From an optimization exercise on the open Yosys and OpenROAD flow, aimed at small area and a short achievable clock period; shortcuts taken in it are not production practice. Function was not checked in any run shown here: the RTL went through the layout flow alone. Power is estimated from default activity; no workload was simulated.

==> flow/design.v, too long to show whole: its modules and the start of the top module <==
// module Convolution_with_pipeline: 2274 lines
// module cv_fa: 4 lines
// module cv_g: 3 lines
// module cv_p: 3 lines
// module cv_x: 3 lines
module Convolution_with_pipeline(clk, rst_n, in_valid, weight_valid, In_IFM_1, In_IFM_2, In_IFM_3, In_IFM_4, In_IFM_5, In_IFM_6, In_IFM_7, In_IFM_8, In_IFM_9, In_Weight_1, In_Weight_2, In_Weight_3, In_Weight_4, In_Weight_5, In_Weight_6, In_Weight_7, In_Weight_8, In_Weight_9, out_valid, Out_OFM);
  // ...
==> flow/flow/run.sh <==
#!/bin/bash
# The standard layout, with plain buffers on the ports instead of the
# delay cells buffer_ports picks by default. Each tool's log stays in orfs/logs;
# make's own output goes to standard.log.
set -euo pipefail
export BUFFER_PORTS_ARGS="-buffer_cell sky130_fd_sc_hd__buf_2"
export CTS_ARGS="-sink_clustering_enable -repair_clock_nets -dont_use_dummy_load -sink_clustering_size 20 -sink_clustering_max_diameter 100"
bash standard.sh > standard.log 2>&1
==> flow/standard.sh <==
#!/bin/bash
# synth_recipe.tcl (not shown) runs the flow's synth.tcl, then flattens the netlist and writes it again
# the make line also repeats each setting of config.mk as NAME=value (left out here)
make -C /OpenROAD-flow-scripts/flow DESIGN_CONFIG=/design/flow/config.mk WORK_HOME=/design/flow/orfs CLKGATE_MAP_FILE= SYNTH_SCRIPT=/design/flow/synth_recipe.tcl "${@:-finish}"
==> flow/config.mk <==
export PLATFORM = sky130hd
export DESIGN_NAME = Convolution_with_pipeline
export DESIGN_NICKNAME = Convolution_with_pipeline
export VERILOG_FILES = /design/flow/design.v
export SDC_FILE = /design/flow/constraint.sdc
export NUM_CORES = 4
export LEC_CHECK = 0
export ABC_CLOCK_PERIOD_IN_PS = 1000
export CAP_MARGIN = 20
export CORE_MARGIN = 2
export CORE_UTILIZATION = 60
export PLACE_DENSITY = 0.75
export SETUP_SLACK_MARGIN = 2.1
export SLEW_MARGIN = 20
export SYNTH_HIERARCHICAL = 1
==> flow/constraint.sdc <==
create_clock -name core_clock -period 5.0 [get_ports {clk}]
set_input_delay 1.0000 -clock core_clock [delete_from_list [all_inputs] [get_ports {clk}]]
set_output_delay 1.0000 -clock core_clock [all_outputs]
set_load 0.01 [all_outputs]
==> summary.txt, run 1 <==
- CTS Sinks: 310
- Share of layout cells above drive strength 1: 29.7%
- # clk buffers: 19
- Largest net degree at the start of global routing: 21
- Most used cell, CP: fa_1
- Status: finished clean
- Seq/Total Area, Yosys: 29.2%
- WL per Instance: 29.1 um
- Initial Util: 60.5%
- Area grow syn2layout: 17.2%
- Hold Buf Count CTS: 0
- Uppermost layer routed: met5
- Max FFs per register: 176
- Antenna Nets Post-Route: 0
- TNS Setup: 0 ns
- Footprint of the multi-input gates: 16300 um2
- Critical path capture point type: register
- Leakage power: 9.39 nW
- Area contributors post-synth: fa_1 (52%), dfxtp_1 (29%), nand2_1 (10%), mux2_2 (3.8%), xor2_1 (1.6%)
- RSZ-0062 raised after global routing: true
- Worst R2R End: r2[13]
- Clock-pin slew on the worst setup and hold paths: 0.08 ns
- Post-CTS Setup Bufs: 13
- CP Depth: 7
- DIE AREA: 37000 um2
- Ant diodes: 1
- Layout Utilization: 70.9%
- Flop pwr share: 24.2%
- Starting DRC count in detailed routing: 1370
- GR Util met2: 59.2%
- Critical path buffers and inverters: 2
==> inputs of run 2 (changes only) <==
--- a/flow/design.v
+++ b/flow/design.v
@@ -569,124 +569,16 @@
 wire s1083, c1084;
 wire s1085, c1086;
 wire s1087, c1088;
 wire s1089, c1090;
 wire s1091, c1092;
 wire s1093, c1094;
 wire s1095, c1096;
 wire s1097, c1098;
-wire g1100, p1101;
-wire g1102, p1103;
-wire g1104, p1105;
-wire g1106, p1107;
-wire g1108, p1109;
-wire g1110, p1111;
-wire g1112, p1113;
-wire g1114, p1115;
-wire g1116, p1117;
-wire g1118, p1119;
-wire g1120, p1121;
-wire g1122, p1123;
-wire g1124, p1125;
-wire g1126, p1127;
-wire g1128, p1129;
-wire g1130, p1131;
-wire g1132, p1133;
-wire g1134, p1135;
-wire g1136, p1137;
-wire g1138, p1139;
-wire G1140, P1141;
-wire G1142, P1143;
-wire G1144, P1145;
-wire G1146, P1147;
-wire G1148, P1149;
-wire G1150, P1151;
-wire G1152, P1153;
-wire G1154, P1155;
-wire G1156, P1157;
-wire G1158, P1159;
-wire G1160, P1161;
-wire G1162, P1163;
-wire G1164, P1165;
-wire G1166, P1167;
-wire G1168, P1169;
-wire G1170, P1171;
-wire G1172, P1173;
-wire G1174, P1175;
-wire G1176, P1177;
-wire G1178, P1179;
-wire G1180, P1181;
-wire G1182, P1183;
-wire G1184, P1185;
-wire G1186, P1187;
-wire G1188, P1189;
-wire G1190, P1191;
-wire G1192, P1193;
-wire G1194, P1195;
-wire G1196, P1197;
-wire G1198, P1199;
-wire G1200, P1201;
-wire G1202, P1203;
-wire G1204, P1205;
-wire G1206, P1207;
-wire G1208, P1209;
-wire G1210, P1211;
-wire G1212, P1213;
-wire G1214, P1215;
-wire G1216, P1217;
-wire G1218, P1219;
-wire G1220, P1221;
-wire G1222, P1223;
-wire G1224, P1225;
-wire G1226, P1227;
-wire G1228, P1229;
-wire G1230, P1231;
-wire G1232, P1233;
-wire G1234, P1235;
-wire G1236, P1237;
-wire G1238, P1239;
-wire G1240, P1241;
-wire G1242, P1243;
-wire G1244, P1245;
-wire G1246, P1247;
-wire G1248, P1249;
-wire G1250, P1251;
-wire G1252, P1253;
-wire G1254, P1255;
-wire G1256, P1257;
-wire G1258, P1259;
-wire G1260, P1261;
-wire G1262, P1263;
-wire G1264, P1265;
-wire G1266, P1267;
-wire G1268, P1269;
-wire G1270, P1271;
-wire G1272, P1273;
-wire G1274, P1275;
-wire G1276, P1277;
-wire x1278;
-wire x1279;
-wire x1280;
-wire x1281;
-wire x1282;
-wire x1283;
-wire x1284;
-wire x1285;
-wire x1286;
-wire x1287;
-wire x1288;
-wire x1289;
-wire x1290;
-wire x1291;
-wire x1292;
-wire x1293;
-wire x1294;
-wire x1295;
-wire x1296;
 reg [7:0] w0, w1, w2, w3, w4, w5, w6, w7, w8;
 always @(posedge clk) if (weight_valid) begin
   w0 <= In_Weight_1;
   w1 <= In_Weight_2;
   w2 <= In_Weight_3;
   w3 <= In_Weight_4;
   w4 <= In_Weight_5;
   w5 <= In_Weight_6;
@@ -1883,405 +1775,214 @@
 cv_fa u845 (.a(r1[43]), .b(r1[44]), .c(r1[45]), .s(s845), .co(c846));
 cv_fa u847 (.a(r1[46]), .b(r1[47]), .c(r1[48]), .s(s847), .co(c848));
 cv_fa u849 (.a(r1[49]), .b(r1[50]), .c(c824), .s(s849), .co(c850));
 cv_fa u851 (.a(c826), .b(c828), .c(c830), .s(s851), .co(c852));
 cv_fa u853 (.a(s841), .b(s843), .c(s845), .s(s853), .co(c854));
 cv_fa u855 (.a(s847), .b(s849), .c(c832), .s(s855), .co(c856));
 cv_fa u857 (.a(c834), .b(s851), .c(s853), .s(s857), .co(c858));
 cv_fa u859 (.a(c836), .b(s855), .c(c838), .s(s859), .co(c860));
-cv_fa u861 (.a(s857), .b(s859), .c(c840), .s(s861), .co(c862));
-cv_fa u863 (.a(r1[51]), .b(r1[52]), .c(r1[53]), .s(s863), .co(c864));
-cv_fa u865 (.a(r1[54]), .b(r1[55]), .c(r1[56]), .s(s865), .co(c866));
-cv_fa u867 (.a(r1[57]), .b(r1[58]), .c(r1[59]), .s(s867), .co(c868));
-cv_fa u869 (.a(r1[60]), .b(r1[61]), .c(r1[62]), .s(s869), .co(c870));
-cv_fa u871 (.a(r1[63]), .b(r1[64]), .c(r1[65]), .s(s871), .co(c872));
-cv_fa u873 (.a(r1[66]), .b(r1[67]), .c(r1[68]), .s(s873), .co(c874));
-cv_fa u875 (.a(c842), .b(c844), .c(c846), .s(s875), .co(c876));
-cv_fa u877 (.a(c848), .b(s863), .c(s865), .s(s877), .co(c878));
-cv_fa u879 (.a(s867), .b(s869), .c(s871), .s(s879), .co(c880));
-cv_fa u881 (.a(s873), .b(c850), .c(c852), .s(s881), .co(c882));
-cv_fa u883 (.a(c854), .b(s875), .c(s877), .s(s883), .co(c884));
-cv_fa u885 (.a(s879), .b(c856), .c(s881), .s(s885), .co(c886));
-cv_fa u887 (.a(c858), .b(s883), .c(c860), .s(s887), .co(c888));
-cv_fa u889 (.a(r1[69]), .b(r1[70]), .c(r1[71]), .s(s889), .co(c890));
-cv_fa u891 (.a(r1[72]), .b(r1[73]), .c(r1[74]), .s(s891), .co(c892));
-cv_fa u893 (.a(r1[75]), .b(r1[76]), .c(r1[77]), .s(s893), .co(c894));
-cv_fa u895 (.a(r1[78]), .b(r1[79]), .c(r1[80]), .s(s895), .co(c896));
-cv_fa u897 (.a(r1[81]), .b(r1[82]), .c(r1[83]), .s(s897), .co(c898));
-cv_fa u899 (.a(r1[84]), .b(r1[85]), .c(r1[86]), .s(s899), .co(c900));
-cv_fa u901 (.a(r1[87]), .b(c864), .c(c866), .s(s901), .co(c902));
-cv_fa u903 (.a(c868), .b(c870), .c(c872), .s(s903), .co(c904));
-cv_fa u905 (.a(c874), .b(s889), .c(s891), .s(s905), .co(c906));
-cv_fa u907 (.a(s893), .b(s895), .c(s897), .s(s907), .co(c908));
-cv_fa u909 (.a(s899), .b(c876), .c(c878), .s(s909), .co(c910));
-cv_fa u911 (.a(c880), .b(s901), .c(s903), .s(s911), .co(c912));
-cv_fa u913 (.a(s905), .b(s907), .c(c882), .s(s913), .co(c914));
-cv_fa u915 (.a(c884), .b(s909), .c(s911), .s(s915), .co(c916));
-cv_fa u917 (.a(s913), .b(c886), .c(s915), .s(s917), .co(c918));
-cv_fa u919 (.a(r1[88]), .b(r1[89]), .c(r1[90]), .s(s919), .co(c920));
-cv_fa u921 (.a(r1[91]), .b(r1[92]), .c(r1[93]), .s(s921), .co(c922));
-cv_fa u923 (.a(r1[94]), .b(r1[95]), .c(r1[96]), .s(s923), .co(c924));
-cv_fa u925 (.a(r1[97]), .b(r1[98]), .c(r1[99]), .s(s925), .co(c926));
-cv_fa u927 (.a(r1[100]), .b(r1[101]), .c(r1[102]), .s(s927), .co(c928));
-cv_fa u929 (.a(r1[103]), .b(r1[104]), .c(r1[105]), .s(s929), .co(c930));
-cv_fa u931 (.a(r1[106]), .b(r1[107]), .c(c890), .s(s931), .co(c932));
-cv_fa u933 (.a(c892), .b(c894), .c(c896), .s(s933), .co(c934));
-cv_fa u935 (.a(c898), .b(c900), .c(s919), .s(s935), .co(c936));
-cv_fa u937 (.a(s921), .b(s923), .c(s925), .s(s937), .co(c938));
-cv_fa u939 (.a(s927), .b(s929), .c(s931), .s(s939), .co(c940));
-cv_fa u941 (.a(c902), .b(c904), .c(c906), .s(s941), .co(c942));
-cv_fa u943 (.a(c908), .b(s933), .c(s935), .s(s943), .co(c944));
-cv_fa u945 (.a(s937), .b(s939), .c(c910), .s(s945), .co(c946));
-cv_fa u947 (.a(c912), .b(s941), .c(s943), .s(s947), .co(c948));
-cv_fa u949 (.a(c914), .b(s945), .c(c916), .s(s949), .co(c950));
-cv_fa u951 (.a(r1[108]), .b(r1[109]), .c(r1[110]), .s(s951), .co(c952));
-cv_fa u953 (.a(r1[111]), .b(r1[112]), .c(r1[113]), .s(s953), .co(c954));
-cv_fa u955 (.a(r1[114]), .b(r1[115]), .c(r1[116]), .s(s955), .co(c956));
-cv_fa u957 (.a(r1[117]), .b(r1[118]), .c(r1[119]), .s(s957), .co(c958));
-cv_fa u959 (.a(r1[120]), .b(r1[121]), .c(r1[122]), .s(s959), .co(c960));
-cv_fa u961 (.a(r1[123]), .b(r1[124]), .c(c920), .s(s961), .co(c962));
-cv_fa u963 (.a(c922), .b(c924), .c(c926), .s(s963), .co(c964));
-cv_fa u965 (.a(c928), .b(c930), .c(s951), .s(s965), .co(c966));
-cv_fa u967 (.a(s953), .b(s955), .c(s957), .s(s967), .co(c968));
-cv_fa u969 (.a(s959), .b(c932), .c(s961), .s(s969), .co(c970));
-cv_fa u971 (.a(c934), .b(c936), .c(c938), .s(s971), .co(c972));
-cv_fa u973 (.a(s963), .b(s965), .c(s967), .s(s973), .co(c974));
-cv_fa u975 (.a(c940), .b(s969), .c(c942), .s(s975), .co(c976));
-cv_fa u977 (.a(c944), .b(s971), .c(s973), .s(s977), .co(c978));
-cv_fa u979 (.a(c946), .b(s975), .c(c948), .s(s979), .co(c980));
-cv_fa u981 (.a(r1[125]), .b(r1[126]), .c(r1[127]), .s(s981), .co(c982));
-cv_fa u983 (.a(r1[128]), .b(r1[129]), .c(r1[130]), .s(s983), .co(c984));
-cv_fa u985 (.a(r1[131]), .b(r1[132]), .c(r1[133]), .s(s985), .co(c986));
-cv_fa u987 (.a(r1[134]), .b(r1[135]), .c(r1[136]), .s(s987), .co(c988));
-cv_fa u989 (.a(r1[137]), .b(r1[138]), .c(r1[139]), .s(s989), .co(c990));
-cv_fa u991 (.a(r1[140]), .b(c952), .c(c954), .s(s991), .co(c992));
-cv_fa u993 (.a(c956), .b(c958), .c(c960), .s(s993), .co(c994));
-cv_fa u995 (.a(s981), .b(s983), .c(s985), .s(s995), .co(c996));
-cv_fa u997 (.a(s987), .b(s989), .c(c962), .s(s997), .co(c998));
-cv_fa u999 (.a(c964), .b(c966), .c(c968), .s(s999), .co(c1000));
-cv_fa u1001 (.a(s991), .b(s993), .c(s995), .s(s1001), .co(c1002));
-cv_fa u1003 (.a(s997), .b(c970), .c(c972), .s(s1003), .co(c1004));
-cv_fa u1005 (.a(c974), .b(s999), .c(s1001), .s(s1005), .co(c1006));
-cv_fa u1007 (.a(c976), .b(s1003), .c(c978), .s(s1007), .co(c1008));
-cv_fa u1009 (.a(r1[141]), .b(r1[142]), .c(r1[143]), .s(s1009), .co(c1010));
-cv_fa u1011 (.a(r1[144]), .b(r1[145]), .c(r1[146]), .s(s1011), .co(c1012));
-cv_fa u1013 (.a(r1[147]), .b(r1[148]), .c(r1[149]), .s(s1013), .co(c1014));
-cv_fa u1015 (.a(r1[150]), .b(r1[151]), .c(r1[152]), .s(s1015), .co(c1016));
-cv_fa u1017 (.a(c982), .b(c984), .c(c986), .s(s1017), .co(c1018));
-cv_fa u1019 (.a(c988), .b(c990), .c(s1009), .s(s1019), .co(c1020));
-cv_fa u1021 (.a(s1011), .b(s1013), .c(s1015), .s(s1021), .co(c1022));
-cv_fa u1023 (.a(c992), .b(c994), .c(c996), .s(s1023), .co(c1024));
-cv_fa u1025 (.a(s1017), .b(s1019), .c(s1021), .s(s1025), .co(c1026));
-cv_fa u1027 (.a(c998), .b(c1000), .c(c1002), .s(s1027), .co(c1028));
-cv_fa u1029 (.a(s1023), .b(s1025), .c(c1004), .s(s1029), .co(c1030));
-cv_fa u1031 (.a(r1[153]), .b(r1[154]), .c(r1[155]), .s(s1031), .co(c1032));
-cv_fa u1033 (.a(r1[156]), .b(r1[157]), .c(r1[158]), .s(s1033), .co(c1034));
-cv_fa u1035 (.a(r1[159]), .b(r1[160]), .c(r1[161]), .s(s1035), .co(c1036));
-cv_fa u1037 (.a(c1010), .b(c1012), .c(c1014), .s(s1037), .co(c1038));
-cv_fa u1039 (.a(c1016), .b(s1031), .c(s1033), .s(s1039), .co(c1040));
-cv_fa u1041 (.a(s1035), .b(c1018), .c(c1020), .s(s1041), .co(c1042));
-cv_fa u1043 (.a(c1022), .b(s1037), .c(s1039), .s(s1043), .co(c1044));
-cv_fa u1045 (.a(c1024), .b(c1026), .c(s1041), .s(s1045), .co(c1046));
-cv_fa u1047 (.a(s1043), .b(c1028), .c(s1045), .s(s1047), .co(c1048));
-cv_fa u1049 (.a(r1[162]), .b(r1[163]), .c(r1[164]), .s(s1049), .co(c1050));
-cv_fa u1051 (.a(r1[165]), .b(r1[166]), .c(r1[167]), .s(s1051), .co(c1052));
-cv_fa u1053 (.a(r1[168]), .b(r1[169]), .c(c1032), .s(s1053), .co(c1054));
-cv_fa u1055 (.a(c1034), .b(c1036), .c(s1049), .s(s1055), .co(c1056));
-cv_fa u1057 (.a(s1051), .b(s1053), .c(c1038), .s(s1057), .co(c1058));
-cv_fa u1059 (.a(c1040), .b(s1055), .c(s1057), .s(s1059), .co(c1060));
-cv_fa u1061 (.a(c1042), .b(c1044), .c(s1059), .s(s1061), .co(c1062));
-cv_fa u1063 (.a(r1[170]), .b(r1[171]), .c(r1[172]), .s(s1063), .co(c1064));
-cv_fa u1065 (.a(r1[173]), .b(c1050), .c(c1052), .s(s1065), .co(c1066));
-cv_fa u1067 (.a(s1063), .b(c1054), .c(c1056), .s(s1067), .co(c1068));
-cv_fa u1069 (.a(s1065), .b(c1058), .c(s1067), .s(s1069), .co(c1070));
-cv_fa u1071 (.a(r1[174]), .b(r1[175]), .c(c1064), .s(s1071), .co(c1072));
-cv_fa u1073 (.a(s1071), .b(c1066), .c(c1068), .s(s1073), .co(c1074));
-reg [38:0] r2;
+cv_fa u861 (.a(r1[51]), .b(r1[52]), .c(r1[53]), .s(s861), .co(c862));
+cv_fa u863 (.a(r1[54]), .b(r1[55]), .c(r1[56]), .s(s863), .co(c864));
+cv_fa u865 (.a(r1[57]), .b(r1[58]), .c(r1[59]), .s(s865), .co(c866));
+cv_fa u867 (.a(r1[60]), .b(r1[61]), .c(r1[62]), .s(s867), .co(c868));
+cv_fa u869 (.a(r1[63]), .b(r1[64]), .c(r1[65]), .s(s869), .co(c870));
+cv_fa u871 (.a(r1[66]), .b(r1[67]), .c(r1[68]), .s(s871), .co(c872));
+cv_fa u873 (.a(c842), .b(c844), .c(c846), .s(s873), .co(c874));
+cv_fa u875 (.a(c848), .b(s861), .c(s863), .s(s875), .co(c876));
+cv_fa u877 (.a(s865), .b(s867), .c(s869), .s(s877), .co(c878));
+cv_fa u879 (.a(s871), .b(c850), .c(c852), .s(s879), .co(c880));
+cv_fa u881 (.a(c854), .b(s873), .c(s875), .s(s881), .co(c882));
+cv_fa u883 (.a(s877), .b(c856), .c(s879), .s(s883), .co(c884));
+cv_fa u885 (.a(r1[69]), .b(r1[70]), .c(r1[71]), .s(s885), .co(c886));
+cv_fa u887 (.a(r1[72]), .b(r1[73]), .c(r1[74]), .s(s887), .co(c888));
+cv_fa u889 (.a(r1[75]), .b(r1[76]), .c(r1[77]), .s(s889), .co(c890));
+cv_fa u891 (.a(r1[78]), .b(r1[79]), .c(r1[80]), .s(s891), .co(c892));
+cv_fa u893 (.a(r1[81]), .b(r1[82]), .c(r1[83]), .s(s893), .co(c894));
+cv_fa u895 (.a(r1[84]), .b(r1[85]), .c(r1[86]), .s(s895), .co(c896));
+cv_fa u897 (.a(r1[87]), .b(c862), .c(c864), .s(s897), .co(c898));
+cv_fa u899 (.a(c866), .b(c868), .c(c870), .s(s899), .co(c900));
+cv_fa u901 (.a(c872), .b(s885), .c(s887), .s(s901), .co(c902));
+cv_fa u903 (.a(s889), .b(s891), .c(s893), .s(s903), .co(c904));
+cv_fa u905 (.a(s895), .b(c874), .c(c876), .s(s905), .co(c906));
+cv_fa u907 (.a(c878), .b(s897), .c(s899), .s(s907), .co(c908));
+cv_fa u909 (.a(s901), .b(s903), .c(c880), .s(s909), .co(c910));
+cv_fa u911 (.a(c882), .b(s905), .c(s907), .s(s911), .co(c912));
+cv_fa u913 (.a(r1[88]), .b(r1[89]), .c(r1[90]), .s(s913), .co(c914));
+cv_fa u915 (.a(r1[91]), .b(r1[92]), .c(r1[93]), .s(s915), .co(c916));
+cv_fa u917 (.a(r1[94]), .b(r1[95]), .c(r1[96]), .s(s917), .co(c918));
+cv_fa u919 (.a(r1[97]), .b(r1[98]), .c(r1[99]), .s(s919), .co(c920));
+cv_fa u921 (.a(r1[100]), .b(r1[101]), .c(r1[102]), .s(s921), .co(c922));
+cv_fa u923 (.a(r1[103]), .b(r1[104]), .c(r1[105]), .s(s923), .co(c924));
+cv_fa u925 (.a(r1[106]), .b(r1[107]), .c(c886), .s(s925), .co(c926));
+cv_fa u927 (.a(c888), .b(c890), .c(c892), .s(s927), .co(c928));
+cv_fa u929 (.a(c894), .b(c896), .c(s913), .s(s929), .co(c930));
+cv_fa u931 (.a(s915), .b(s917), .c(s919), .s(s931), .co(c932));
+cv_fa u933 (.a(s921), .b(s923), .c(s925), .s(s933), .co(c934));
+cv_fa u935 (.a(c898), .b(c900), .c(c902), .s(s935), .co(c936));
+cv_fa u937 (.a(c904), .b(s927), .c(s929), .s(s937), .co(c938));
+cv_fa u939 (.a(s931), .b(s933), .c(c906), .s(s939), .co(c940));
+cv_fa u941 (.a(c908), .b(s935), .c(s937), .s(s941), .co(c942));
+cv_fa u943 (.a(r1[108]), .b(r1[109]), .c(r1[110]), .s(s943), .co(c944));
+cv_fa u945 (.a(r1[111]), .b(r1[112]), .c(r1[113]), .s(s945), .co(c946));
+cv_fa u947 (.a(r1[114]), .b(r1[115]), .c(r1[116]), .s(s947), .co(c948));
+cv_fa u949 (.a(r1[117]), .b(r1[118]), .c(r1[119]), .s(s949), .co(c950));
+cv_fa u951 (.a(r1[120]), .b(r1[121]), .c(r1[122]), .s(s951), .co(c952));
+cv_fa u953 (.a(r1[123]), .b(r1[124]), .c(c914), .s(s953), .co(c954));
+cv_fa u955 (.a(c916), .b(c918), .c(c920), .s(s955), .co(c956));
+cv_fa u957 (.a(c922), .b(c924), .c(s943), .s(s957), .co(c958));
+cv_fa u959 (.a(s945), .b(s947), .c(s949), .s(s959), .co(c960));
+cv_fa u961 (.a(s951), .b(c926), .c(s953), .s(s961), .co(c962));
+cv_fa u963 (.a(c928), .b(c930), .c(c932), .s(s963), .co(c964));
+cv_fa u965 (.a(s955), .b(s957), .c(s959), .s(s965), .co(c966));
+cv_fa u967 (.a(c934), .b(s961), .c(c936), .s(s967), .co(c968));
+cv_fa u969 (.a(c938), .b(s963), .c(s965), .s(s969), .co(c970));
+cv_fa u971 (.a(r1[125]), .b(r1[126]), .c(r1[127]), .s(s971), .co(c972));
+cv_fa u973 (.a(r1[128]), .b(r1[129]), .c(r1[130]), .s(s973), .co(c974));
+cv_fa u975 (.a(r1[131]), .b(r1[132]), .c(r1[133]), .s(s975), .co(c976));
+cv_fa u977 (.a(r1[134]), .b(r1[135]), .c(r1[136]), .s(s977), .co(c978));
+cv_fa u979 (.a(r1[137]), .b(r1[138]), .c(r1[139]), .s(s979), .co(c980));
+cv_fa u981 (.a(r1[140]), .b(c944), .c(c946), .s(s981), .co(c982));
+cv_fa u983 (.a(c948), .b(c950), .c(c952), .s(s983), .co(c984));
+cv_fa u985 (.a(s971), .b(s973), .c(s975), .s(s985), .co(c986));
+cv_fa u987 (.a(s977), .b(s979), .c(c954), .s(s987), .co(c988));
+cv_fa u989 (.a(c956), .b(c958), .c(c960), .s(s989), .co(c990));
+cv_fa u991 (.a(s981), .b(s983), .c(s985), .s(s991), .co(c992));
+cv_fa u993 (.a(s987), .b(c962), .c(c964), .s(s993), .co(c994));
+cv_fa u995 (.a(c966), .b(s989), .c(s991), .s(s995), .co(c996));
+cv_fa u997 (.a(r1[141]), .b(r1[142]), .c(r1[143]), .s(s997), .co(c998));
+cv_fa u999 (.a(r1[144]), .b(r1[145]), .c(r1[146]), .s(s999), .co(c1000));
+cv_fa u1001 (.a(r1[147]), .b(r1[148]), .c(r1[149]), .s(s1001), .co(c1002));
+cv_fa u1003 (.a(r1[150]), .b(r1[151]), .c(r1[152]), .s(s1003), .co(c1004));
+cv_fa u1005 (.a(c972), .b(c974), .c(c976), .s(s1005), .co(c1006));
+cv_fa u1007 (.a(c978), .b(c980), .c(s997), .s(s1007), .co(c1008));
+cv_fa u1009 (.a(s999), .b(s1001), .c(s1003), .s(s1009), .co(c1010));
+cv_fa u1011 (.a(c982), .b(c984), .c(c986), .s(s1011), .co(c1012));
+cv_fa u1013 (.a(s1005), .b(s1007), .c(s1009), .s(s1013), .co(c1014));
+cv_fa u1015 (.a(c988), .b(c990), .c(c992), .s(s1015), .co(c1016));
+cv_fa u1017 (.a(r1[153]), .b(r1[154]), .c(r1[155]), .s(s1017), .co(c1018));
+cv_fa u1019 (.a(r1[156]), .b(r1[157]), .c(r1[158]), .s(s1019), .co(c1020));
+cv_fa u1021 (.a(r1[159]), .b(r1[160]), .c(r1[161]), .s(s1021), .co(c1022));
+cv_fa u1023 (.a(c998), .b(c1000), .c(c1002), .s(s1023), .co(c1024));
+cv_fa u1025 (.a(c1004), .b(s1017), .c(s1019), .s(s1025), .co(c1026));
+cv_fa u1027 (.a(s1021), .b(c1006), .c(c1008), .s(s1027), .co(c1028));
+cv_fa u1029 (.a(c1010), .b(s1023), .c(s1025), .s(s1029), .co(c1030));
+cv_fa u1031 (.a(c1012), .b(c1014), .c(s1027), .s(s1031), .co(c1032));
+cv_fa u1033 (.a(r1[162]), .b(r1[163]), .c(r1[164]), .s(s1033), .co(c1034));
+cv_fa u1035 (.a(r1[165]), .b(r1[166]), .c(r1[167]), .s(s1035), .co(c1036));
+cv_fa u1037 (.a(r1[168]), .b(r1[169]), .c(c1018), .s(s1037), .co(c1038));
+cv_fa u1039 (.a(c1020), .b(c1022), .c(s1033), .s(s1039), .co(c1040));
+cv_fa u1041 (.a(s1035), .b(s1037), .c(c1024), .s(s1041), .co(c1042));
+cv_fa u1043 (.a(c1026), .b(s1039), .c(s1041), .s(s1043), .co(c1044));
+cv_fa u1045 (.a(r1[170]), .b(r1[171]), .c(r1[172]), .s(s1045), .co(c1046));
+cv_fa u1047 (.a(r1[173]), .b(c1034), .c(c1036), .s(s1047), .co(c1048));
+cv_fa u1049 (.a(s1045), .b(c1038), .c(c1040), .s(s1049), .co(c1050));
+cv_fa u1051 (.a(s1047), .b(c1042), .c(s1049), .s(s1051), .co(c1052));
+cv_fa u1053 (.a(r1[174]), .b(r1[175]), .c(c1046), .s(s1053), .co(c1054));
+cv_fa u1055 (.a(s1053), .b(c1048), .c(c1050), .s(s1055), .co(c1056));
+reg [47:0] r2;
 always @(posedge clk) begin
   r2[0] <= r1[0];
   r2[1] <= r1[1];
   r2[2] <= r1[2];
   r2[3] <= s803;
   r2[4] <= c804;
   r2[5] <= s809;
   r2[6] <= s821;
   r2[7] <= s839;
-  r2[8] <= s861;
-  r2[9] <= s885;
-  r2[10] <= c862;
-  r2[11] <= s887;
-  r2[12] <= c888;
-  r2[13] <= s917;
-  r2[14] <= s947;
-  r2[15] <= c918;
-  r2[16] <= s949;
-  r2[17] <= s977;
-  r2[18] <= c950;
-  r2[19] <= s979;
-  r2[20] <= s1005;
-  r2[21] <= c980;
-  r2[22] <= s1007;
-  r2[23] <= c1006;
-  r2[24] <= s1027;
-  r2[25] <= c1008;
-  r2[26] <= s1029;
-  r2[27] <= c1030;
-  r2[28] <= s1047;
-  r2[29] <= c1046;
-  r2[30] <= c1048;
-  r2[31] <= s1061;
-  r2[32] <= c1060;
-  r2[33] <= c1062;
-  r2[34] <= s1069;
-  r2[35] <= c1070;
-  r2[36] <= s1073;
-  r2[37] <= c1072;
-  r2[38] <= c1074;
+  r2[8] <= s857;
+  r2[9] <= c840;
+  r2[10] <= s859;
+  r2[11] <= c858;
+  r2[12] <= s881;
+  r2[13] <= c860;
+  r2[14] <= s883;
+  r2[15] <= s909;
+  r2[16] <= c884;
+  r2[17] <= s911;
+  r2[18] <= c910;
+  r2[19] <= s939;
+  r2[20] <= c912;
+  r2[21] <= s941;
+  r2[22] <= c940;
+  r2[23] <= s967;
+  r2[24] <= c942;
+  r2[25] <= s969;
+  r2[26] <= c968;
+  r2[27] <= s993;
+  r2[28] <= c970;
+  r2[29] <= s995;
+  r2[30] <= s1011;
+  r2[31] <= s1013;
+  r2[32] <= c994;
+  r2[33] <= c996;
+  r2[34] <= s1015;
+  r2[35] <= s1029;
+  r2[36] <= c1016;
+  r2[37] <= s1031;
+  r2[38] <= c1028;
+  r2[39] <= c1030;
+  r2[40] <= c1032;
+  r2[41] <= s1043;
+  r2[42] <= c1044;
+  r2[43] <= s1051;
+  r2[44] <= c1052;
+  r2[45] <= s1055;
+  r2[46] <= c1054;
+  r2[47] <= c1056;
 end
-cv_fa u1075 (.a(r2[9]), .b(r2[10]), .c(r2[11]), .s(s1075), .co(c1076));
-cv_fa u1077 (.a(r2[12]), .b(r2[13]), .c(c1076), .s(s1077), .co(c1078));
-cv_fa u1079 (.a(r2[14]), .b(r2[15]), .c(r2[16]), .s(s1079), .co(c1080));
-cv_fa u1081 (.a(r2[17]), .b(r2[18]), .c(r2[19]), .s(s1081), .co(c1082));
-cv_fa u1083 (.a(r2[20]), .b(r2[21]), .c(r2[22]), .s(s1083), .co(c1084));
-cv_fa u1085 (.a(r2[23]), .b(r2[24]), .c(r2[25]), .s(s1085), .co(c1086));
-cv_fa u1087 (.a(r2[26]), .b(c1084), .c(s1085), .s(s1087), .co(c1088));
-cv_fa u1089 (.a(r2[27]), .b(r2[28]), .c(c1086), .s(s1089), .co(c1090));
-cv_fa u1091 (.a(r2[29]), .b(r2[30]), .c(r2[31]), .s(s1091), .co(c1092));
-cv_fa u1093 (.a(r2[32]), .b(r2[33]), .c(r2[34]), .s(s1093), .co(c1094));
-cv_fa u1095 (.a(r2[35]), .b(r2[36]), .c(c1094), .s(s1095), .co(c1096));
-cv_fa u1097 (.a(r2[37]), .b(r2[38]), .c(c1096), .s(s1097), .co(c1098));
-cv_g ug1100 (.an(r2[0]), .bn(1'b1), .g(g1100));
-cv_p up1101 (.an(r2[0]), .bn(1'b1), .p(p1101));
-cv_g ug1102 (.an(r2[1]), .bn(r2[2]), .g(g1102));
-cv_p up1103 (.an(r2[1]), .bn(r2[2]), .p(p1103));
-cv_g ug1104 (.an(r2[3]), .bn(1'b1), .g(g1104));
-cv_p up1105 (.an(r2[3]), .bn(1'b1), .p(p1105));
-cv_g ug1106 (.an(r2[4]), .bn(r2[5]), .g(g1106));
-cv_p up1107 (.an(r2[4]), .bn(r2[5]), .p(p1107));
-cv_g ug1108 (.an(r2[6]), .bn(1'b1), .g(g1108));
-cv_p up1109 (.an(r2[6]), .bn(1'b1), .p(p1109));
-cv_g ug1110 (.an(r2[7]), .bn(1'b1), .g(g1110));
-cv_p up1111 (.an(r2[7]), .bn(1'b1), .p(p1111));
-cv_g ug1112 (.an(r2[8]), .bn(1'b1), .g(g1112));
-cv_p up1113 (.an(r2[8]), .bn(1'b1), .p(p1113));
-cv_g ug1114 (.an(s1075), .bn(1'b1), .g(g1114));
-cv_p up1115 (.an(s1075), .bn(1'b1), .p(p1115));
-cv_g ug1116 (.an(s1077), .bn(1'b1), .g(g1116));
-cv_p up1117 (.an(s1077), .bn(1'b1), .p(p1117));
-cv_g ug1118 (.an(c1078), .bn(s1079), .g(g1118));
-cv_p up1119 (.an(c1078), .bn(s1079), .p(p1119));
-cv_g ug1120 (.an(c1080), .bn(s1081), .g(g1120));
-cv_p up1121 (.an(c1080), .bn(s1081), .p(p1121));
-cv_g ug1122 (.an(c1082), .bn(s1083), .g(g1122));
-cv_p up1123 (.an(c1082), .bn(s1083), .p(p1123));
-cv_g ug1124 (.an(s1087), .bn(1'b1), .g(g1124));
-cv_p up1125 (.an(s1087), .bn(1'b1), .p(p1125));
-cv_g ug1126 (.an(c1088), .bn(s1089), .g(g1126));
-cv_p up1127 (.an(c1088), .bn(s1089), .p(p1127));
-cv_g ug1128 (.an(c1090), .bn(s1091), .g(g1128));
-cv_p up1129 (.an(c1090), .bn(s1091), .p(p1129));
-cv_g ug1130 (.an(c1092), .bn(s1093), .g(g1130));
-cv_p up1131 (.an(c1092), .bn(s1093), .p(p1131));
-cv_g ug1132 (.an(s1095), .bn(1'b1), .g(g1132));
-cv_p up1133 (.an(s1095), .bn(1'b1), .p(p1133));
-cv_g ug1134 (.an(s1097), .bn(1'b1), .g(g1134));
-cv_p up1135 (.an(s1097), .bn(1'b1), .p(p1135));
-cv_g ug1136 (.an(c1098), .bn(1'b1), .g(g1136));
-cv_p up1137 (.an(c1098), .bn(1'b1), .p(p1137));
-cv_g ug1138 (.an(1'b1), .bn(1'b1), .g(g1138));
-cv_p up1139 (.an(1'b1), .bn(1'b1), .p(p1139));
-assign G1140 = g1102 | (p1103 & g1100);
-assign P1141 = p1103 & p1101;
-assign G1142 = g1104 | (p1105 & g1102);
-assign P1143 = p1105 & p1103;
-assign G1144 = g1106 | (p1107 & g1104);
-assign P1145 = p1107 & p1105;
-assign G1146 = g1108 | (p1109 & g1106);
-assign P1147 = p1109 & p1107;
-assign G1148 = g1110 | (p1111 & g1108);
-assign P1149 = p1111 & p1109;
-assign G1150 = g1112 | (p1113 & g1110);
-assign P1151 = p1113 & p1111;
-assign G1152 = g1114 | (p1115 & g1112);
-assign P1153 = p1115 & p1113;
-assign G1154 = g1116 | (p1117 & g1114);
-assign P1155 = p1117 & p1115;
-assign G1156 = g1118 | (p1119 & g1116);
-assign P1157 = p1119 & p1117;
-assign G1158 = g1120 | (p1121 & g1118);
-assign P1159 = p1121 & p1119;
-assign G1160 = g1122 | (p1123 & g1120);
-assign P1161 = p1123 & p1121;
-assign G1162 = g1124 | (p1125 & g1122);
-assign P1163 = p1125 & p1123;
-assign G1164 = g1126 | (p1127 & g1124);
-assign P1165 = p1127 & p1125;
-assign G1166 = g1128 | (p1129 & g1126);
-assign P1167 = p1129 & p1127;
-assign G1168 = g1130 | (p1131 & g1128);
-assign P1169 = p1131 & p1129;
-assign G1170 = g1132 | (p1133 & g1130);
-assign P1171 = p1133 & p1131;
-assign G1172 = g1134 | (p1135 & g1132);
-assign P1173 = p1135 & p1133;
-assign G1174 = g1136 | (p1137 & g1134);
-assign P1175 = p1137 & p1135;
-assign G1176 = g1138 | (p1139 & g1136);
-assign P1177 = p1139 & p1137;
-assign G1178 = G1142 | (P1143 & g1100);
-assign P1179 = P1143 & p1101;
-assign G1180 = G1144 | (P1145 & G1140);
-assign P1181 = P1145 & P1141;
-assign G1182 = G1146 | (P1147 & G1142);
-assign P1183 = P1147 & P1143;
-assign G1184 = G1148 | (P1149 & G1144);
-assign P1185 = P1149 & P1145;
-assign G1186 = G1150 | (P1151 & G1146);
-assign P1187 = P1151 & P1147;
-assign G1188 = G1152 | (P1153 & G1148);
-assign P1189 = P1153 & P1149;
-assign G1190 = G1154 | (P1155 & G1150);
-assign P1191 = P1155 & P1151;
-assign G1192 = G1156 | (P1157 & G1152);
-assign P1193 = P1157 & P1153;
-assign G1194 = G1158 | (P1159 & G1154);
-assign P1195 = P1159 & P1155;
-assign G1196 = G1160 | (P1161 & G1156);
-assign P1197 = P1161 & P1157;
-assign G1198 = G1162 | (P1163 & G1158);
-assign P1199 = P1163 & P1159;
-assign G1200 = G1164 | (P1165 & G1160);
-assign P1201 = P1165 & P1161;
-assign G1202 = G1166 | (P1167 & G1162);
-assign P1203 = P1167 & P1163;
-assign G1204 = G1168 | (P1169 & G1164);
-assign P1205 = P1169 & P1165;
-assign G1206 = G1170 | (P1171 & G1166);
-assign P1207 = P1171 & P1167;
-assign G1208 = G1172 | (P1173 & G1168);
-assign P1209 = P1173 & P1169;
-assign G1210 = G1174 | (P1175 & G1170);
-assign P1211 = P1175 & P1171;
-assign G1212 = G1176 | (P1177 & G1172);
-assign P1213 = P1177 & P1173;
-assign G1214 = G1182 | (P1183 & g1100);
-assign P1215 = P1183 & p1101;
-assign G1216 = G1184 | (P1185 & G1140);
-assign P1217 = P1185 & P1141;
-assign G1218 = G1186 | (P1187 & G1178);
-assign P1219 = P1187 & P1179;
-assign G1220 = G1188 | (P1189 & G1180);
-assign P1221 = P1189 & P1181;
-assign G1222 = G1190 | (P1191 & G1182);
-assign P1223 = P1191 & P1183;
-assign G1224 = G1192 | (P1193 & G1184);
-assign P1225 = P1193 & P1185;
-assign G1226 = G1194 | (P1195 & G1186);
-assign P1227 = P1195 & P1187;
-assign G1228 = G1196 | (P1197 & G1188);
-assign P1229 = P1197 & P1189;
-assign G1230 = G1198 | (P1199 & G1190);
-assign P1231 = P1199 & P1191;
-assign G1232 = G1200 | (P1201 & G1192);
-assign P1233 = P1201 & P1193;
-assign G1234 = G1202 | (P1203 & G1194);
-assign P1235 = P1203 & P1195;
-assign G1236 = G1204 | (P1205 & G1196);
-assign P1237 = P1205 & P1197;
-assign G1238 = G1206 | (P1207 & G1198);
-assign P1239 = P1207 & P1199;
-assign G1240 = G1208 | (P1209 & G1200);
-assign P1241 = P1209 & P1201;
-assign G1242 = G1210 | (P1211 & G1202);
-assign P1243 = P1211 & P1203;
-assign G1244 = G1212 | (P1213 & G1204);
-assign P1245 = P1213 & P1205;
-assign G1246 = G1222 | (P1223 & g1100);
-assign P1247 = P1223 & p1101;
-assign G1248 = G1224 | (P1225 & G1140);
-assign P1249 = P1225 & P1141;
-assign G1250 = G1226 | (P1227 & G1178);
-assign P1251 = P1227 & P1179;
-assign G1252 = G1228 | (P1229 & G1180);
-assign P1253 = P1229 & P1181;
-assign G1254 = G1230 | (P1231 & G1214);
-assign P1255 = P1231 & P1215;
-assign G1256 = G1232 | (P1233 & G1216);
-assign P1257 = P1233 & P1217;
-assign G1258 = G1234 | (P1235 & G1218);
-assign P1259 = P1235 & P1219;
-assign G1260 = G1236 | (P1237 & G1220);
-assign P1261 = P1237 & P1221;
-assign G1262 = G1238 | (P1239 & G1222);
-assign P1263 = P1239 & P1223;
-assign G1264 = G1240 | (P1241 & G1224);
-assign P1265 = P1241 & P1225;
-assign G1266 = G1242 | (P1243 & G1226);
-assign P1267 = P1243 & P1227;
-assign G1268 = G1244 | (P1245 & G1228);
-assign P1269 = P1245 & P1229;
-assign G1270 = G1262 | (P1263 & g1100);
-assign P1271 = P1263 & p1101;
-assign G1272 = G1264 | (P1265 & G1140);
-assign P1273 = P1265 & P1141;
-assign G1274 = G1266 | (P1267 & G1178);
-assign P1275 = P1267 & P1179;
-assign G1276 = G1268 | (P1269 & G1180);
-assign P1277 = P1269 & P1181;
-cv_x ux1278 (.a(p1103), .b(g1100), .y(x1278));
-cv_x ux1279 (.a(p1105), .b(G1140), .y(x1279));
-cv_x ux1280 (.a(p1107), .b(G1178), .y(x1280));
-cv_x ux1281 (.a(p1109), .b(G1180), .y(x1281));
-cv_x ux1282 (.a(p1111), .b(G1214), .y(x1282));
-cv_x ux1283 (.a(p1113), .b(G1216), .y(x1283));
-cv_x ux1284 (.a(p1115), .b(G1218), .y(x1284));
-cv_x ux1285 (.a(p1117), .b(G1220), .y(x1285));
-cv_x ux1286 (.a(p1119), .b(G1246), .y(x1286));
-cv_x ux1287 (.a(p1121), .b(G1248), .y(x1287));
-cv_x ux1288 (.a(p1123), .b(G1250), .y(x1288));
-cv_x ux1289 (.a(p1125), .b(G1252), .y(x1289));
-cv_x ux1290 (.a(p1127), .b(G1254), .y(x1290));
-cv_x ux1291 (.a(p1129), .b(G1256), .y(x1291));
-cv_x ux1292 (.a(p1131), .b(G1258), .y(x1292));
-cv_x ux1293 (.a(p1133), .b(G1260), .y(x1293));
-cv_x ux1294 (.a(p1135), .b(G1270), .y(x1294));
-cv_x ux1295 (.a(p1137), .b(G1272), .y(x1295));
-cv_x ux1296 (.a(p1139), .b(G1274), .y(x1296));
-wire [19:0] sum1099 = {x1296, x1295, x1294, x1293, x1292, x1291, x1290, x1289, x1288, x1287, x1286, x1285, x1284, x1283, x1282, x1281, x1280, x1279, x1278, p1101};
-reg [19:0] r3;
+cv_fa u1057 (.a(r2[8]), .b(r2[9]), .c(r2[10]), .s(s1057), .co(c1058));
+cv_fa u1059 (.a(r2[11]), .b(r2[12]), .c(r2[13]), .s(s1059), .co(c1060));
+cv_fa u1061 (.a(r2[14]), .b(c1058), .c(s1059), .s(s1061), .co(c1062));
+cv_fa u1063 (.a(r2[15]), .b(r2[16]), .c(r2[17]), .s(s1063), .co(c1064));
+cv_fa u1065 (.a(c1060), .b(s1063), .c(c1062), .s(s1065), .co(c1066));
+cv_fa u1067 (.a(r2[18]), .b(r2[19]), .c(r2[20]), .s(s1067), .co(c1068));
+cv_fa u1069 (.a(r2[21]), .b(c1064), .c(s1067), .s(s1069), .co(c1070));
+cv_fa u1071 (.a(r2[22]), .b(r2[23]), .c(r2[24]), .s(s1071), .co(c1072));
+cv_fa u1073 (.a(r2[25]), .b(c1068), .c(s1071), .s(s1073), .co(c1074));
+cv_fa u1075 (.a(r2[26]), .b(r2[27]), .c(r2[28]), .s(s1075), .co(c1076));
+cv_fa u1077 (.a(r2[29]), .b(c1072), .c(s1075), .s(s1077), .co(c1078));
+cv_fa u1079 (.a(r2[30]), .b(r2[31]), .c(r2[32]), .s(s1079), .co(c1080));
+cv_fa u1081 (.a(r2[33]), .b(r2[34]), .c(c1076), .s(s1081), .co(c1082));
+cv_fa u1083 (.a(s1079), .b(s1081), .c(c1078), .s(s1083), .co(c1084));
+cv_fa u1085 (.a(r2[35]), .b(r2[36]), .c(r2[37]), .s(s1085), .co(c1086));
+cv_fa u1087 (.a(c1080), .b(s1085), .c(c1082), .s(s1087), .co(c1088));
+cv_fa u1089 (.a(r2[38]), .b(r2[39]), .c(r2[40]), .s(s1089), .co(c1090));
+cv_fa u1091 (.a(r2[41]), .b(c1086), .c(s1089), .s(s1091), .co(c1092));
+cv_fa u1093 (.a(r2[42]), .b(r2[43]), .c(c1090), .s(s1093), .co(c1094));
+cv_fa u1095 (.a(r2[44]), .b(r2[45]), .c(c1094), .s(s1095), .co(c1096));
+cv_fa u1097 (.a(r2[46]), .b(r2[47]), .c(c1096), .s(s1097), .co(c1098));
+wire [10:0] lo1099 = {1'b0, ~{c1066, s1065, s1061, s1057, r2[7], r2[6], r2[4], r2[3], r2[1], r2[0]}} + {1'b0, ~{s1069, 1'b1, 1'b1, 1'b1, 1'b1, 1'b1, r2[5], 1'b1, r2[2], 1'b1}};
+reg [24:0] r3;
 always @(posedge clk) begin
-  r3[0] <= sum1099[0];
-  r3[1] <= sum1099[1];
-  r3[2] <= sum1099[2];
-  r3[3] <= sum1099[3];
-  r3[4] <= sum1099[4];
-  r3[5] <= sum1099[5];
-  r3[6] <= sum1099[6];
-  r3[7] <= sum1099[7];
-  r3[8] <= sum1099[8];
-  r3[9] <= sum1099[9];
-  r3[10] <= sum1099[10];
-  r3[11] <= sum1099[11];
-  r3[12] <= sum1099[12];
-  r3[13] <= sum1099[13];
-  r3[14] <= sum1099[14];
-  r3[15] <= sum1099[15];
-  r3[16] <= sum1099[16];
-  r3[17] <= sum1099[17];
-  r3[18] <= sum1099[18];
-  r3[19] <= sum1099[19];
+  r3[0] <= lo1099[0];
+  r3[1] <= lo1099[1];
+  r3[2] <= lo1099[2];
+  r3[3] <= lo1099[3];
+  r3[4] <= lo1099[4];
+  r3[5] <= lo1099[5];
+  r3[6] <= lo1099[6];
+  r3[7] <= lo1099[7];
+  r3[8] <= lo1099[8];
+  r3[9] <= lo1099[9];
+  r3[10] <= lo1099[10];
+  r3[11] <= c1070;
+  r3[12] <= c1074;
+  r3[13] <= s1083;
+  r3[14] <= c1084;
+  r3[15] <= c1088;
+  r3[16] <= c1092;
+  r3[17] <= s1095;
+  r3[18] <= s1097;
+  r3[19] <= c1098;
+  r3[20] <= s1073;
+  r3[21] <= s1077;
+  r3[22] <= s1087;
+  r3[23] <= s1091;
+  r3[24] <= s1093;
 end
-assign Out_OFM = {1'b0, {r3[19], r3[18], r3[17], r3[16], r3[15], r3[14], r3[13], r3[12], r3[11], r3[10], r3[9], r3[8], r3[7], r3[6], r3[5], r3[4], r3[3], r3[2], r3[1], r3[0]}};
+wire [9:0] hi1100 = ~{1'b1, r3[19], r3[18], r3[17], r3[16], r3[15], r3[14], r3[13], r3[12], r3[11]} + ~{1'b1, 1'b1, 1'b1, 1'b1, r3[24], r3[23], r3[22], 1'b1, r3[21], r3[20]} + r3[10];
+assign Out_OFM = {1'b0, {hi1100, r3[9], r3[8], r3[7], r3[6], r3[5], r3[4], r3[3], r3[2], r3[1], r3[0]}};
 endmodule
 module cv_fa(input a, input b, input c, output s, output co);
 assign s = a ^ b ^ c;
 assign co = (a & b) | (a & c) | (b & c);
 endmodule
-module cv_g(input an, input bn, output g);
-assign g = ~(an | bn);
-endmodule
-module cv_p(input an, input bn, output p);
-assign p = an ^ bn;
-endmodule
-module cv_x(input a, input b, output y);
-assign y = a ^ b;
-endmodule
==> flow/config.mk (replaced) <==
export PLATFORM = sky130hd
export DESIGN_NAME = Convolution_with_pipeline
export DESIGN_NICKNAME = Convolution_with_pipeline
export VERILOG_FILES = /design/flow/design.v
export SDC_FILE = /design/flow/constraint.sdc
export NUM_CORES = 4
export LEC_CHECK = 0
export CAP_MARGIN = 20
export CORE_MARGIN = 2
export CORE_UTILIZATION = 60
export PLACE_DENSITY = 0.75
export SETUP_SLACK_MARGIN = 2.2
export SLEW_MARGIN = 20
export SYNTH_HIERARCHICAL = 1
==> summary.txt, run 2 <==
- Max clock buf depth: 3 (unchanged)
- Post-Synth Adder-Cell Area: 52.1% (was 51.6%)
- Area share of the largest cell type after synthesis: 51.7% (was 51.6%)
- TNS Setup: 0 ns (unchanged)
- # IOs: 170 (unchanged)
- First-pass GRT wire length: 116000 um (was 96800 um)
- Fin crit period: 3.62 ns (was 2.96 ns)
- Yosys reg bits: 324 (was 310)
- Final #Nets: 2631 (was 2605)
- Pre-CTS setup slack: 1.12 ns (was 0.945 ns)
- Netlist Area Pre-Place: 21300 um2 (about the same)
- Slowest stage cell, crit path: fa_2 (was fa_1)
- Initial Util: 60.5% (about the same)
- XOR/XNOR share of the synthesized area: 0.574% (was 1.60%)
- DIE AREA: 37100 um2 (was 37000 um2)
- Commonest non-fill, non-tap cell in the layout: fa_2 (was nand2_1)
- Max VDD drop: 0.593 mV (was 0.811 mV)
- Simple logic cell fraction of the synthesized area: 10.5% (was 11.0%)
- CTS Sinks: 324 (was 310)
- Clock-pin slew on the worst setup and hold paths: 0.10 ns (was 0.08 ns)
- Gate Count Post-Synth: 1678 (was 1707)
- Max FFs per register: 176 (unchanged)
- Top reg by flops: r1 (unchanged)
- Antenna Nets Post-Route: 0 (unchanged)
- Largest net degree at the start of global routing: 21 (unchanged)
- CTS tree: done (unchanged)
- Placed insts: 2217 (was 2281)
- Final WL: 80600 um (was 69000 um)
- Final Max Slew Viols: 0 (unchanged)
- Post-synth EDFFs: 0 (unchanged)
- Largest family of logic cells by synthesized area: adder cells (unchanged)
- Crit path DAT: 2.62 ns (was 3.36 ns)
- Startpoint types: register (was input pin)
- Vias in the first global route: 17500 (was 15500)
- Synth Area in Compound Gates: 0.311% (was 1.25%)
- Avg Inst Size Synth: 12.7 um2 (was 12.5 um2)
- Layout Utilization: 76.8% (was 70.9%)
- Routed via count: 15600 (was 14400)
- WL per Instance: 33.8 um (was 29.1 um)
- Layout filler cell count: 1988 (was 2392)
- CTS Buf Count: 20 (was 19)
- Setup violators final: 0 (unchanged)
- Starting DRC count in detailed routing: 1790 (was 1370)
- Dpl hpwl: 50500 um (about the same)
- Largest delay share family, worst path: adder cells (unchanged)
- # rows: 69 (unchanged)
- Hold Worst Slack: 0.268 ns (was 0.255 ns)
- Top-count cell post-synth: nand2_1 (unchanged)
- Most frequent cells in the layout: fa_2 (347), nand2_1 (324), dfxtp_1 (320) (was nand2_1 (517), fa_1 (400), dfxtp_1 (296))
- CP Max Fanout: 2 (was 8)
- Die W: 193 um (was 192 um)
- Ys flop type: dfxtp_1 (unchanged)
- Pwr/cell area: 597 nW/um2 (was 723 nW/um2)
- Status: finished clean (unchanged)
- Root Buffer: clkbuf_16 (unchanged)
- GRT Residual Overflow: 0 (unchanged)
- Share of layout cells above drive strength 1: 53.0% (was 29.7%)
- Port bufs: 168 (unchanged)
- Layout Skew: 0.0451 ns (was 0.0256 ns)
- Biggest regs: r1: 176 flops, r2: 48 flops, r3: 25 flops (was r1: 176 flops, r2: 39 flops, r3: 20 flops)
- Commonest cells in the netlist: nand2_1 (577), fa_1 (551), dfxtp_1 (321) (was nand2_1 (581), fa_1 (549), dfxtp_1 (307))
- Crit-path max cell delay: 0.43 ns (was 0.63 ns)
- Initial antenna violation count: 3 (was 2)
- Area grow syn2layout: 27.1% (was 17.2%)
- Setup WS post-layout: 1.38 ns (was 2.04 ns)
- Tcrit/Tclk final: 72.3% (was 59.2%)
- H-tree depth: 1 (unchanged)
- Critical path capture point type: output pin (was register)
- Clk Latency, worst-skew pair: 0.55 ns (was 0.54 ns)
- Cells along the critical path: inv_2 > fa_2 > fa_2 > a221oi_4 > buf_4 > xor2_1 > buf_2 (was buf_16 > buf_16 > mux2_4 > nand2_2 > fa_1 > fa_1 > fa_1)
- RSZ-0062 raised after global routing: true (unchanged)
- Number of distinct library cells after synthesis: 27 (was 35)
- Gpl congestion: 0.970 (was 0.939)
- Mux cell area share after synthesis: 3.80% (was 3.81%)
- Leakage power: 10.2 nW (was 9.39 nW)
- Ys Warns: 7 (unchanged)
- Critical path class: register to output pin (was input pin to register)
- CP required: 4.00 ns (was 5.40 ns)
- Residual DRC: 0 (unchanged)
- Critical path buffers and inverters: 3 (was 2)
- Post-synth top area cell: fa_1 (unchanged)
- Die Ht: 193 um (was 192 um)
- Max-cap viol count: 0 (unchanged)
- Area contributors post-synth: fa_1 (52%), dfxtp_1 (30%), nand2_1 (10%), mux2_2 (3.8%), buf_1 (1.3%) (was fa_1 (52%), dfxtp_1 (29%), nand2_1 (10%), mux2_2 (3.8%), xor2_1 (1.6%))
- Seq/Total Area, Yosys: 30.5% (was 29.2%)
- Vias/cell: 6.53 (was 6.09)
- Core area: 35300 um2 (was 35200 um2)
- Layout Cells excl Fill: 2384 (was 2368)
- Fmax: 277 MHz (was 338 MHz)
- Pre-antenna DRT Iters: 6 (was 5)
- Most used cell, CP: fa_2 (was fa_1)
- Min-Delay Path Class: input pin to asynchronous set/reset pin (unchanged)
- Hold Vio Cnt, Final: 0 (unchanged)
- Async set-reset flop share out of synthesis: 0.926% (was 0.968%)
- Tot GR Track Use: 45.5% (was 37.2%)
- Hold Buf Count CTS: 0 (unchanged)
-- run 2: cell types whose count changed after synthesis, moves of 4 or more --
| cell | delta |
|---|---|
| ha_1 | +8 |
| dfxtp_1 | +14 |
| a21o_1 | -12 |
| nor2_1 | -19 |
| nand2_1 | -4 |
| xnor2_1 | +10 |
| xor2_1 | -35 |
| a21oi_1 | -4 |
| o21ai_0 | -5 |
| inv_1 | +16 |
| buf_4 | +10 |
-- run 2: area by class of cell --
cell class                 count  area, um2  area share (%)
antenna                        1       2.50         0.00922
clock buffer                  20        500            1.84
inverter                      18       67.6           0.249
multi-input combinational   1304      17300            63.8
sequential                   324       6500            24.0
tap                          461        577            2.13
timing repair buffer         256       2160            7.96
-- run 2: logic make-up (layout without fill, tap and decap cells) --
group           after synthesis  in the layout
other cells                   1              2
fa+ha+maj                   559            559
buf+inv                     109            294
flops                       324            324
simple gates                590            590
xor+xnor                     14             14
mux                          72            131
compound gates                9              9
-- run 2: repair_timing --
| action | 4_1_cts | 5_1_grt |
|---|---|---|
| setup endpoints to repair | 171 | 154 |
| cloned | 78 | 1 |
| hold endpoints to repair | 0 | 0 |
| resized for setup | 442 | 136 |
| setup buffers | 51 | 16 |
| pin swaps | 269 | 147 |
-- run 2: per-stage QoR --
step	cell area, um2	total power [W]
floorplan	22200	0.0100
global placement	23100	0.0127
detailed placement	23100	0.0131
CTS	26500	0.0154
global route	27100	0.0172
finish	27100	0.0162
-- run 2: layer usage --
| layer | vias up | wire length (um) | part of all wire, % | GRT usage [%] |
|---|---|---|---|---|
| li1 | 5676 | - | - | - |
| met1 | 7876 | 25800 | 32 | 52.8 |
| met2 | 1421 | 35900 | 45 | 70.4 |
| met3 | 596 | 10300 | 13 | 14.9 |
| met4 | 4 | 8550 | 11 | 34.5 |
| met5 | - | 28 | 0.035 | 0.687 |
-- run 2: power breakdown --
part	internal (W)	leakage [nW]	switching, W
Combinational	0.00467	7.19	0.00538
Sequential	0.00383	2.73	0.000679
Clock	0.000715	0.246	0.000909
-- run 2: path summary, 6_finish.rpt --
kind	slack, ns	cells past startpoint	from	endpoint
worst max-delay path	1.38	7	r3[20]	Out_OFM[16]
max in group asynchronous	4.63	1	rst_n	v1
min in group core_clock	0.34	0	r1[1]	r2[1]
worst min register to register	0.34	0	r1[1]	r2[1]
worst max register to register	2.36	4	r1[69]	r2[19]
worst min-delay path	0.27	1	rst_n	v3
-- run 2: Yosys stat by module (local to each module, per instance) --
module / copies in the design / area [um2]
Convolution_with_pipeline: 1 / 10400
cv_fa: 549 / 20.0
-- run 2: worst reg2reg max path: stages, from the launching register on --
cell and delay, ns:
dfxtp_1 0.33, fa_1 0.60, fa_1 0.62, fa_1 0.48
fa_1 0.47

==> re-timing with driven ports <==
In the flow no input, the clock included, has a driving cell. The finished layouts below were timed again as built, in two steps. Step 1 (the two cells are an assumption about what drives the block):
set clk [get_ports {clk}]
set_driving_cell -lib_cell sky130_fd_sc_hd__clkbuf_16 $clk
set_driving_cell -lib_cell sky130_fd_sc_hd__buf_2 [delete_from_list [all_inputs] $clk]
Step 2 adds t to the input delays and takes it off the output delays; t is the mean of the earliest and latest rising clock arrival at the registers after step 1. Input paths then give back, and output paths get back, about the clock's delay inside the block. a / b / c = ideal / step 1 / step 2; a / b = the first two.
run	t (ns)	slack for setup (ns)	worst hold slack (ns)	cell pins on the clock port's net
run 1	0.581	2.039 / 1.703 / 1.122	0.255 / 0.223 / 0.329	1
run 2	0.579	1.385 / 1.332 / 1.116	0.268 / 0.237 / 0.336	1
After both steps every run listed still meets setup and hold. The setup slack of run 1, which loses most, moves by -0.336 ns with the drivers and by -0.917 ns with both steps.
